From an optimization exercise on the open Yosys and OpenROAD flow, aimed at small area, a short achievable clock period and few clock cycles; shortcuts taken in it are not production practice. Where RTL was checked, it was by simulation tests only, not by an equivalence proof against the original. Power is estimated from default activity; no workload was simulated.

cedar:
==> flow/design.v <==
`default_nettype none
module my_chip (
    input  logic [11:0] io_in,
    output logic [11:0] io_out,
    input  logic clock,
    input  logic reset
);
    localparam [11:0] BUBBLE = 12'h300;  
    logic [11:0] cmd;         
    logic [9:0]  rpc;         
    logic [11:0] xi;          
    logic [11:0] xa, xb;      
    logic        zf, pf;      
    logic [11:0] rf [0:15];   
    assign io_out = cmd;
    logic x_add, x_sub, x_and, x_or, x_xor, x_shl, x_shr, x_not, x_li;
    logic x_we, x_fwe;
    wire [3:0] xop = xi[11:8];
    wire [3:0] xrd = xi[7:4];
    wire x_load  = (xop == 4'b0001);
    wire x_jump  = (xop == 4'b0010);
    wire x_store = (xop[3:1] == 3'b011);
    wire x_halt  = (xop == 4'b0000);
    wire big = |xb[11:4] | (xb[3:0] >= 4'd12);
    logic [11:0] shl, shr;
    always_comb begin
        shl = xa << xb[3:0];
        shr = $signed({xop[0] & xa[11], xa}) >>> xb[3:0];
        if (big) begin
            shl = 12'b0;
            shr = {12{xop[0] & xa[11]}};
        end
    end
    wire [11:0] sum  = xa + xb;
    wire [11:0] diff = xb - xa;
    wire [11:0] res = ({12{x_add}} & sum)
                    | ({12{x_sub}} & diff)
                    | ({12{x_and}} & (xa & xb))
                    | ({12{x_or}}  & (xa | xb))
                    | ({12{x_xor}} & (xa ^ xb))
                    | ({12{x_shl}} & shl)
                    | ({12{x_shr}} & shr)
                    | ({12{x_not}} & ~xb)
                    | ({12{x_li}}  & {8'b0, xi[3:0]});
    wire [11:0] ab_x = xa ^ xb;
    wire z_add = (ab_x == {xa[10:0] | xb[10:0], 1'b0});
    wire z_eq  = (ab_x == 12'b0);               
    wire z_and = ((xa & xb) == 12'b0);
    wire z_or  = ((xa | xb) == 12'b0);
    wire z_not = (xb == 12'hFFF);
    wire z_shl = (shl == 12'b0);
    wire z_shr = (shr == 12'b0);
    wire res_z = (x_add & z_add) | ((x_sub | x_xor) & z_eq) | (x_and & z_and)
               | (x_or & z_or) | (x_not & z_not) | (x_shl & z_shl) | (x_shr & z_shr);
    wire res_p = ~res[11] & ~res_z;
    wire zn = x_fwe ? res_z : zf;
    wire pn = x_fwe ? res_p : pf;
    wire fetch = cmd[11] & ~cmd[10] & ~x_load & ~x_jump;
    wire [3:0] iop = io_in[11:8];
    wire [3:0] ird = io_in[7:4];
    wire [3:0] irs = io_in[3:0];
    wire i_load  = (iop == 4'b0001);
    wire i_store = (iop[3:1] == 3'b011);
    wire i_halt  = (iop == 4'b0000);
    wire i_jump  = (iop == 4'b0010);
    wire i_br    = (iop == 4'b0011);
    wire [11:0] ra = (x_we && xrd == ird) ? res : rf[ird];
    wire [11:0] rb = (x_we && xrd == irs) ? res : rf[irs];
    wire br_taken = i_br & (io_in[7] ? pn : zn);
    wire [9:0] fa  = cmd[9:0];
    wire [9:0] fa1 = fa + 10'd1;
    wire [7:0] lo = {1'b0, fa[6:0]} + {1'b0, io_in[6:0]} + 8'd1;
    wire [2:0] hi_p = fa[9:7] + 3'd1;
    wire [2:0] hi_m = fa[9:7] - 3'd1;
    wire [2:0] hi = lo[7] ? (io_in[6] ? fa[9:7] : hi_p)
                          : (io_in[6] ? hi_m : fa[9:7]);
    wire [9:0] br_t = {hi, lo[6:0]};
    wire [9:0] jp_t = rpc + xa[9:0];
    logic [11:0] cmd_n;
    logic [9:0]  rpc_n;
    logic [11:0] xi_n;
    always_comb begin
        cmd_n = cmd;
        rpc_n = rpc;
        xi_n  = BUBBLE;
        if (fetch) begin
            xi_n = io_in;
            rpc_n = fa1;
            if (i_load)       cmd_n = {2'b10, rb[9:0]};
            else if (i_store) cmd_n = {2'b00, rb[9:0]};
            else if (i_halt)  cmd_n = {2'b11, 10'b0};
            else if (i_jump)  cmd_n = {2'b10, fa1};
            else if (br_taken) cmd_n = {2'b10, br_t};
            else               cmd_n = {2'b10, fa1};
        end else if (x_halt) begin
            xi_n = xi;
        end else if (x_store & ~cmd[10]) begin
            cmd_n = {2'b01, 3'b000, xop[0], (xop[0] ? xa[11:6] : xa[5:0])};
        end else if (x_jump) begin
            cmd_n = {2'b10, jp_t};
        end else begin  
            cmd_n = {2'b10, rpc};
        end
    end
    always_ff @(posedge clock or posedge reset) begin
        if (reset) begin
            cmd <= {2'b10, 10'd0};
            rpc <= 10'd0;
            xi  <= BUBBLE;
            zf  <= 1'b0;
            pf  <= 1'b0;
        end else begin
            cmd <= cmd_n;
            rpc <= rpc_n;
            xi  <= xi_n;
            zf  <= zn;
            pf  <= pn;
        end
    end
    always_ff @(posedge clock) begin
        xa <= ra;
        xb <= rb;
    end
    wire [3:0] nop_ = xi_n[11:8];
    always_ff @(posedge clock or posedge reset) begin
        if (reset) begin
            {x_add, x_sub, x_and, x_or, x_xor, x_shl, x_shr, x_not, x_li, x_we, x_fwe} <= '0;
        end else begin
            x_add <= (nop_ == 4'b1000);
            x_sub <= (nop_ == 4'b1001);
            x_and <= (nop_ == 4'b1010);
            x_or  <= (nop_ == 4'b1011);
            x_xor <= (nop_ == 4'b1100);
            x_shl <= (nop_ == 4'b1101);
            x_shr <= (nop_[3:1] == 3'b111);
            x_not <= (nop_ == 4'b0101);
            x_li  <= (nop_ == 4'b0100);
            x_we  <= nop_[3] | (nop_[3:1] == 3'b010);
            x_fwe <= (nop_[3] | (nop_ == 4'b0101)) & (xi_n != 12'hB11);
        end
    end
    wire rf_we = x_we | x_load;
    wire [11:0] rf_wd = x_load ? io_in : res;
    always_ff @(posedge clock or posedge reset) begin
        if (reset) begin
            for (int i = 0; i < 16; i++) rf[i] <= 12'b0;
        end else if (rf_we) begin
            rf[xrd] <= rf_wd;
        end
    end
endmodule
`default_nettype wire
Settings: LEC_CHECK=0, CAP_MARGIN=20, CORE_MARGIN=2, CORE_UTILIZATION=40, SETUP_SLACK_MARGIN=3.5, SLEW_MARGIN=20; clock period 8.0 ns.
run.sh (not shown) runs the stock make flow with config.mk's settings and CLKGATE_MAP_FILE= SYNTH_SCRIPT=/design/flow/synth_recipe.tcl, a recipe that flattens the netlist after the stock synthesis.
Edits applied to the flow inputs when going from cedar to willow:
diff --git a/flow/design.v b/flow/design.v
--- a/flow/design.v
+++ b/flow/design.v
@@ -24,7 +24,8 @@
     wire big = |xb[11:4] | (xb[3:0] >= 4'd12);
     logic [11:0] shl, shr;
+    wire [23:0] shr_w = {{12{xop[0] & xa[11]}}, xa} >> xb[3:0];
     always_comb begin
         shl = xa << xb[3:0];
-        shr = $signed({xop[0] & xa[11], xa}) >>> xb[3:0];
+        shr = shr_w[11:0];
         if (big) begin
             shl = 12'b0;
Changes observed in willow relative to cedar: setup slack rose by 130 ps; met3 wirelength from detailed routing grew by about 4.3%; pre-CTS worst setup slack lower. Looking at internal power, willow sits below cedar. Lower power density over cell area was reported by willow, not cedar. [compare] base=cedar new=willow: global-route usage -1.7 points, worst ir drop on vdd now sits higher, die area lost 530 µm².
Testbench counts of willow, summed over its fixed seeds: cycles 144,292.
The RTL of cedar was laid out without a check of its function.

========
Another version of the RTL of my_chip (not shown whole).
Size: about 2200 cells after synthesis, about 260 flip-flops, roughly 26 I/O pins.
==> module my_chip, before the edit <==
module my_chip (
    input  logic [11:0] io_in,
    output logic [11:0] io_out,
    input  logic clock,
    input  logic reset
);
    localparam [11:0] BUBBLE = 12'h300;  
    logic [11:0] cmd;         
    logic [9:0]  rpc;         
    logic [11:0] xi;          
    logic [11:0] xa, xb;      
    logic        zf, pf;      
    logic [11:0] rf [0:15];   
    assign io_out = cmd;
    logic x_add, x_sub, x_and, x_or, x_xor, x_shl, x_shr, x_sra, x_not, x_li;
    logic x_we, x_fwe;
    wire [3:0] xop = xi[11:8];
    wire [3:0] xrd = xi[7:4];
    wire x_load  = (xop == 4'b0001);
    wire x_jump  = (xop == 4'b0010);
    wire x_store = (xop[3:1] == 3'b011);
    wire x_halt  = (xop == 4'b0000);
    logic [11:0] xa_rev, sh_in, sh_out, sh_rev;
    always_comb begin
        for (int i = 0; i < 12; i++) xa_rev[i] = xa[11 - i];
    end
    assign sh_in = x_shl ? xa_rev : xa;
    wire sh_fill = x_sra & xa[11];
    wire big = |xb[11:4] | (xb[3:0] >= 4'd12);
    wire [23:0] sh_w = {{12{sh_fill}}, sh_in} >> xb[3:0];
    always_comb begin
        sh_out = sh_w[11:0];
        if (big) sh_out = {12{sh_fill}};
        for (int i = 0; i < 12; i++) sh_rev[i] = sh_out[11 - i];
    end
    wire [11:0] add_a = xa ^ {12{x_sub}};
    wire [11:0] sum = add_a + xb + {11'b0, x_sub};
    wire [11:0] res = ({12{x_add | x_sub}} & sum)
                    | ({12{x_and}} & (xa & xb))
                    | ({12{x_or}}  & (xa | xb))
                    | ({12{x_xor}} & (xa ^ xb))
                    | ({12{x_shl}} & sh_rev)
                    | ({12{x_shr}} & sh_out)
                    | ({12{x_not}} & ~xb)
                    | ({12{x_li}}  & {8'b0, xi[3:0]});
    wire [11:0] ab_x = xa ^ xb;
    wire z_as  = ((add_a ^ xb) == {add_a[10:0] | xb[10:0], x_sub});
    wire z_and = ((xa & xb) == 12'b0);
    wire z_or  = ((xa | xb) == 12'b0);
    wire z_xor = (ab_x == 12'b0);
    wire z_not = (xb == 12'hFFF);
    wire z_sh  = (sh_out == 12'b0);
    wire res_z = ((x_add | x_sub) & z_as) | (x_xor & z_xor) | (x_and & z_and)
               | (x_or & z_or) | (x_not & z_not) | ((x_shl | x_shr) & z_sh);
    wire res_p = ~res[11] & ~res_z;
    wire zn = x_fwe ? res_z : zf;
    wire pn = x_fwe ? res_p : pf;
    wire fetch = cmd[11] & ~cmd[10] & ~x_load & ~x_jump;
    wire [3:0] iop = io_in[11:8];
    wire [3:0] ird = io_in[7:4];
    wire [3:0] irs = io_in[3:0];
    wire i_load  = (iop == 4'b0001);
    wire i_store = (iop[3:1] == 3'b011);
    wire i_halt  = (iop == 4'b0000);
    wire i_jump  = (iop == 4'b0010);
    wire i_br    = (iop == 4'b0011);
    wire [11:0] ra = (x_we && xrd == ird) ? res : rf[ird];
    wire [11:0] rb = (x_we && xrd == irs) ? res : rf[irs];
    wire br_taken = i_br & (io_in[7] ? pn : zn);
    wire [9:0] fa  = cmd[9:0];
    wire [9:0] fa1 = fa + 10'd1;
    wire [6:0] bg = fa1[6:0] & io_in[6:0];
    wire [6:0] bp = fa1[6:0] ^ io_in[6:0];
    wire [6:0] g1, p1, g2, p2, g3;
    genvar k;
    generate
        for (k = 0; k < 7; k++) begin : pfx
            if (k % 2 == 1) begin
                assign g1[k] = bg[k] | (bp[k] & bg[k-1]);
                assign p1[k] = bp[k] & bp[k-1];
            end else begin
                assign g1[k] = bg[k];
                assign p1[k] = bp[k];
            end
            if (k % 4 >= 2) begin
                assign g2[k] = g1[k] | (p1[k] & g1[(k/4)*4+1]);
                assign p2[k] = p1[k] & p1[(k/4)*4+1];
            end else begin
                assign g2[k] = g1[k];
                assign p2[k] = p1[k];
            end
            if (k >= 4) assign g3[k] = g2[k] | (p2[k] & g2[3]);
            else        assign g3[k] = g2[k];
        end
    endgenerate
    wire [6:0] lo = bp ^ {g3[5:0], 1'b0};
    wire c7 = g3[6];
    wire [2:0] hi_p = fa1[9:7] + 3'd1;
    wire [2:0] hi_m = fa1[9:7] - 3'd1;
    wire [2:0] hi = c7 ? (io_in[6] ? fa1[9:7] : hi_p)
                       : (io_in[6] ? hi_m : fa1[9:7]);
    wire [9:0] br_t = {hi, lo};
    wire [9:0] jp_t = rpc + xa[9:0];
    logic [11:0] cmd_n;
    logic [9:0]  rpc_n;
    logic [11:0] xi_n;
    always_comb begin
        cmd_n = cmd;
        rpc_n = rpc;
        xi_n  = BUBBLE;
        if (fetch) begin
            xi_n = io_in;
            rpc_n = fa1;
            if (i_load)       cmd_n = {2'b10, rb[9:0]};
            else if (i_store) cmd_n = {2'b00, rb[9:0]};
            else if (i_halt)  cmd_n = {2'b11, 10'b0};
            else if (i_jump)  cmd_n = {2'b10, fa1};
            else if (br_taken) cmd_n = {2'b10, br_t};
            else               cmd_n = {2'b10, fa1};
        end else if (x_halt) begin
            xi_n = xi;
        end else if (x_store & ~cmd[10]) begin
            cmd_n = {2'b01, 3'b000, xop[0], (xop[0] ? xa[11:6] : xa[5:0])};
        end else if (x_jump) begin
            cmd_n = {2'b10, jp_t};
        end else begin  
            cmd_n = {2'b10, rpc};
        end
    end
    always_ff @(posedge clock or posedge reset) begin
        if (reset) begin
            cmd <= {2'b10, 10'd0};
            rpc <= 10'd0;
            xi  <= BUBBLE;
            zf  <= 1'b0;
            pf  <= 1'b0;
        end else begin
            cmd <= cmd_n;
            rpc <= rpc_n;
            xi  <= xi_n;
            zf  <= zn;
            pf  <= pn;
        end
    end
    always_ff @(posedge clock) begin
        xa <= ra;
        xb <= rb;
    end
    wire [3:0] nop_ = xi_n[11:8];
    always_ff @(posedge clock or posedge reset) begin
        if (reset) begin
            {x_add, x_sub, x_and, x_or, x_xor, x_shl, x_shr, x_sra, x_not, x_li, x_we, x_fwe} <= '0;
        end else begin
            x_add <= (nop_ == 4'b1000);
            x_sub <= (nop_ == 4'b1001);
            x_and <= (nop_ == 4'b1010);
            x_or  <= (nop_ == 4'b1011);
            x_xor <= (nop_ == 4'b1100);
            x_shl <= (nop_ == 4'b1101);
            x_shr <= (nop_[3:1] == 3'b111);
            x_sra <= (nop_ == 4'b1111);
            x_not <= (nop_ == 4'b0101);
            x_li  <= (nop_ == 4'b0100);
            x_we  <= nop_[3] | (nop_[3:1] == 3'b010);
            x_fwe <= (nop_[3] | (nop_ == 4'b0101)) & (xi_n != 12'hB11);
        end
    end
    wire rf_we = x_we | x_load;
    wire [11:0] rf_wd = x_load ? io_in : res;
    always_ff @(posedge clock or posedge reset) begin
        if (reset) begin
            for (int i = 0; i < 16; i++) rf[i] <= 12'b0;
        end else if (rf_we) begin
            rf[xrd] <= rf_wd;
        end
    end
endmodule
Settings: LEC_CHECK=0, ABC_AREA=1, CAP_MARGIN=20, CORE_MARGIN=2, CORE_UTILIZATION=40, CTS_BUF_LIST=sky130_fd_sc_hd__clkbuf_4 sky130_fd_sc_hd__clkbuf_8, CTS_CLUSTER_SIZE=25, SETUP_SLACK_MARGIN=5.0, SLEW_MARGIN=20, TNS_END_PERCENT=10; clock period 8.0 ns.
The baseline finished clean.
Testbench counts at the start, summed over its fixed seeds: cycles 144,292.
Edit:
--- a/flow/design.v
+++ b/flow/design.v
@@ -103,4 +103,6 @@
     wire [9:0] br_t = {hi, lo};
     wire [9:0] jp_t = rpc + xa[9:0];
+    wire [9:0] jp_li = fa1 + {6'b0, xi[3:0]};
+    wire jump_fwd = i_jump & x_li & (xrd == ird);
     logic [11:0] cmd_n;
     logic [9:0]  rpc_n;
@@ -116,4 +118,8 @@
             else if (i_store) cmd_n = {2'b00, rb[9:0]};
             else if (i_halt)  cmd_n = {2'b11, 10'b0};
+            else if (jump_fwd) begin
+                cmd_n = {2'b10, jp_li};
+                xi_n  = BUBBLE;
+            end
             else if (i_jump)  cmd_n = {2'b10, fa1};
             else if (br_taken) cmd_n = {2'b10, br_t};
Effect: The new run produced a clean layout; final cell count goes down by 0.65%; die area goes up by 0.84%; first-iteration DRC count goes up by 12%; clock-buffer cell count goes down by 2; core utilization goes down by 1.6 points; via count goes down by 1.8%.
Only the layout flow was run in the second run of this note; the RTL was not checked for function there.

## re-timing with driven ports
No port has a modelled driver above. Below, the same layouts with a new extraction and two added sets of constraints.
Step 1, drivers: a clkbuf_16 drives clock and a buf_2 each remaining input, both assumed.
Step 2, shift: input delay + t, output delay - t, t = (earliest + latest rising clock arrival at the registers) / 2. This alone moves slack from input paths to output paths.
a / b / c = no drivers / after step 1 / after step 2; a / b = the first two.
run | shift t [ns] | slack for setup (ns) | cell pins on the clock port's net
cedar | 0.635 | 3.588 / 3.620 / 2.985 | 1
willow | 0.627 | 3.717 / 3.720 / 3.122 | 1
the first run of note 2 | 0.677 | 4.775 / 4.726 / 4.167 | 1
the second run of note 2 | 0.661 | 4.498 / 4.498 / 3.856 | 1
After both steps every run listed still meets setup and hold. For the second run of note 2, which loses most, drivers alone change the setup slack by 0.000 ns; drivers and shift together by -0.642 ns.
